Background: an optimization exercise with open tools, aiming at small area and a short achievable clock period. Do not read the settings as production practice.
The RTL was checked by simulation tests, not by an equivalence proof against the original design.
The clock port is modelled as an ideal driver, which makes a skipped or thinned clock tree look cheaper than it is; a real chip needs a root buffer or a tree.

build 68:
## conv_top
module conv_top (
    input clk, rst, en,
    input    [15:0] din,
    output   [15:0] DATA_OUT,
    output          VALID
);
clock: 18.0 ns
lec_check: 0
abc_area: 1
cap_margin: 20
core_margin: 2
core_utilization: 65
cts_cluster_diameter: 100
cts_cluster_size: 30
slew_margin: 20
standard.sh (not shown) runs the stock make flow with config.mk's settings and CLKGATE_MAP_FILE= SYNTH_SCRIPT=/design/flow/synth_recipe.tcl, a recipe that flattens the netlist after the stock synthesis.
==> flow/flow/run.sh <==
#!/bin/bash
# Layout flow: the standard ORFS flow (standard.sh) with these changes:
#  * synthesis is synth_recipe.tcl with Yosys's early "abc -fast" mapping
#    skipped (synth -noabc), so the adder cells written in the RTL reach
#    extract_fa intact, and with the final ABC mapping run by
#    flow/abc_map.script (area-oriented mapping, amap); the flip-flop mapping
#    and the register names and cells are unchanged;
#  * CTS adds no dummy loads (they only pad leaf nets for balance);
set -euo pipefail
W=$(cd "$(dirname "$0")/.." && pwd)
cd "$W"
MARGIN=13.6
CTSARGS="-sink_clustering_enable -repair_clock_nets -sink_clustering_size 30 -sink_clustering_max_diameter 100 -dont_use_dummy_load"
SYN=synth_recipe.tcl
# synth_recipe.tcl with synth -noabc, and the final ABC mapping run with flow/abc_map.script
{
  sed -n '1s/yosys synth -nofsm -noshare /yosys synth -nofsm -noshare -noabc /p' synth_recipe.tcl
  cat <<'TCL'
proc _abc_map_script {name1 name2 op} {
  upvar #0 abc_args a
  set i [lsearch -exact $a -script]
  if {$i >= 0 && [lindex $a [expr {$i+1}]] ne $::env(FLOW_ABC_MAP)} {
    set a [lreplace $a [expr {$i+1}] [expr {$i+1}] $::env(FLOW_ABC_MAP)]
  }
}
trace add variable ::abc_args write _abc_map_script
TCL
  tail -n +2 synth_recipe.tcl
} > synth_recipe_own.tcl
if head -1 synth_recipe_own.tcl | grep -q -- '-noabc'; then SYN=synth_recipe_own.tcl; fi
export FLOW_ABC_MAP="$W/flow/abc_map.script"
echo "synthesis script: $SYN, setup margin: $MARGIN" > flow_info.log
bash standard.sh SYNTH_SCRIPT="$W/$SYN" SETUP_SLACK_MARGIN=$MARGIN "CTS_ARGS=$CTSARGS" cts > flow_orfs_cts.log 2>&1
R=orfs/results/sky130hd/conv_top/base
if ODB_IN=$R/4_cts.odb ODB_OUT=$R/4_cts_top.odb openroad -no_init -exit flow/clock_top.tcl > flow_clock_top.log 2>&1 \
   && [[ -s $R/4_cts_top.odb ]]; then
  mv -f $R/4_cts_top.odb $R/4_cts.odb
else
  echo "clock_top.tcl failed: keeping ORFS's clock tree" >> flow_info.log
fi
bash standard.sh SYNTH_SCRIPT="$W/$SYN" SETUP_SLACK_MARGIN=$MARGIN finish > flow_orfs_finish.log 2>&1
==> flow/flow/abc_map.script <==
strash
dch
amap
topo
stime -c
buffer -c
upsize -c
dnsize -c
Other scripts of this flow, unchanged in this note and not shown: flow/flow/clock_top.tcl
The following lists how build 55 was set up differently from build 68:
==> flow/flow/run.sh <==
#!/bin/bash
# Layout flow: the standard ORFS flow (standard.sh) with these changes:
#  * synthesis is synth_recipe.tcl with Yosys's early "abc -fast" mapping
#    skipped (synth -noabc), so the adder cells written in the RTL reach
#    extract_fa intact; the final ABC mapping, the flip-flop mapping and the
#    register names are unchanged;
#  * CTS adds no dummy loads (they only pad leaf nets for balance);
set -euo pipefail
W=$(cd "$(dirname "$0")/.." && pwd)
cd "$W"
MARGIN=13.6
CTSARGS="-sink_clustering_enable -repair_clock_nets -sink_clustering_size 30 -sink_clustering_max_diameter 100 -dont_use_dummy_load"
SYN=synth_recipe.tcl
sed '1s/yosys synth -nofsm -noshare /yosys synth -nofsm -noshare -noabc /' synth_recipe.tcl > synth_recipe_noabc.tcl
if head -1 synth_recipe_noabc.tcl | grep -q -- '-noabc'; then SYN=synth_recipe_noabc.tcl; fi
echo "synthesis script: $SYN, setup margin: $MARGIN" > flow_info.log
bash standard.sh SYNTH_SCRIPT="$W/$SYN" SETUP_SLACK_MARGIN=$MARGIN "CTS_ARGS=$CTSARGS" cts > flow_orfs_cts.log 2>&1
R=orfs/results/sky130hd/conv_top/base
if ODB_IN=$R/4_cts.odb ODB_OUT=$R/4_cts_top.odb openroad -no_init -exit flow/clock_top.tcl > flow_clock_top.log 2>&1 \
   && [[ -s $R/4_cts_top.odb ]]; then
  mv -f $R/4_cts_top.odb $R/4_cts.odb
else
  echo "clock_top.tcl failed: keeping ORFS's clock tree" >> flow_info.log
fi
bash standard.sh SYNTH_SCRIPT="$W/$SYN" SETUP_SLACK_MARGIN=$MARGIN finish > flow_orfs_finish.log 2>&1
removed: flow/flow/abc_map.script
--- outcome ---
- Build 55 vs. build 68: effective utilization at floorplan higher, layout clock buffer count moved up.
- Build 55 vs build 68: final period demand of the worst path down in build 55
- Via count of the routed design across build 55 and build 68: no real change.
Input-level comparison between build 30 and build 55:
==> flow/flow/run.sh <==
#!/bin/bash
# Layout flow: the standard ORFS flow (standard.sh) with these changes:
#  * synthesis is synth_recipe.tcl with Yosys's early "abc -fast" mapping
#    skipped (synth -noabc), so the adder cells written in the RTL reach
#    extract_fa intact; the final ABC mapping, the flip-flop mapping and the
#    register names are unchanged;
set -euo pipefail
W=$(cd "$(dirname "$0")/.." && pwd)
cd "$W"
MARGIN=13.6
SYN=synth_recipe.tcl
sed '1s/yosys synth -nofsm -noshare /yosys synth -nofsm -noshare -noabc /' synth_recipe.tcl > synth_recipe_noabc.tcl
if head -1 synth_recipe_noabc.tcl | grep -q -- '-noabc'; then SYN=synth_recipe_noabc.tcl; fi
echo "synthesis script: $SYN, setup margin: $MARGIN" > flow_info.log
bash standard.sh SYNTH_SCRIPT="$W/$SYN" SETUP_SLACK_MARGIN=$MARGIN cts > flow_orfs_cts.log 2>&1
R=orfs/results/sky130hd/conv_top/base
if ODB_IN=$R/4_cts.odb ODB_OUT=$R/4_cts_top.odb openroad -no_init -exit flow/clock_top.tcl > flow_clock_top.log 2>&1 \
   && [[ -s $R/4_cts_top.odb ]]; then
  mv -f $R/4_cts_top.odb $R/4_cts.odb
else
  echo "clock_top.tcl failed: keeping ORFS's clock tree" >> flow_info.log
fi
bash standard.sh SYNTH_SCRIPT="$W/$SYN" SETUP_SLACK_MARGIN=$MARGIN finish > flow_orfs_finish.log 2>&1
Results
- Build 30 has relative slew slack above what build 55 had.
- Compared build 30 vs build 55, and number of standard cells in the final layout excluding fillers is up in build 30.
- Build 30 does worse than build 55 on final area.
- Comparing build 30 with build 55, the first-pass GRT wire length came out essentially unchanged.
- Both conditions hold for build 30: the flow ran to the end and the final layout passed the timing, DRC and antenna checks.
- Compared with build 55, in build 30 sequential fraction of total cell area has decreased.
- On area taken by flip-flops and latches, build 30 and build 55 are basically level.
- From build 30 to build 55, non-clock buffer count did not move at all.

==> re-timing with driven ports <==
The flow's constraints put no driver on any port. The routed layouts listed below were extracted and timed again, unchanged, in two steps. Step 1 assumes that a clkbuf_16 drives the clock port and a buf_2 every other input. Step 2 times the ports against the registers' clock, not the clock port: input delays grow and output delays shrink by t, the midpoint of the rising clock arrivals with the driver on. Slacks: ideal ports / drivers / drivers and shift; pairs: ideal ports / drivers.
run	t (ns)	slack for setup (ns)	worst setup path after step 2	clock arrival spread, ns	worst slew at a driven data input, ns
build 68	0.524	13.545 / 13.411 / 13.257	input to register	0.053 / 0.053	0.07
build 55	0.536	13.553 / 13.419 / 13.234	input to register	0.143 / 0.143	0.07
build 30	0.572	13.498 / 13.364 / 13.220	input to register	0.068 / 0.069	0.07
After both steps setup and hold are still met in every run listed. For build 55, which loses most, drivers alone change the setup slack by -0.134 ns; drivers and shift together by -0.319 ns.
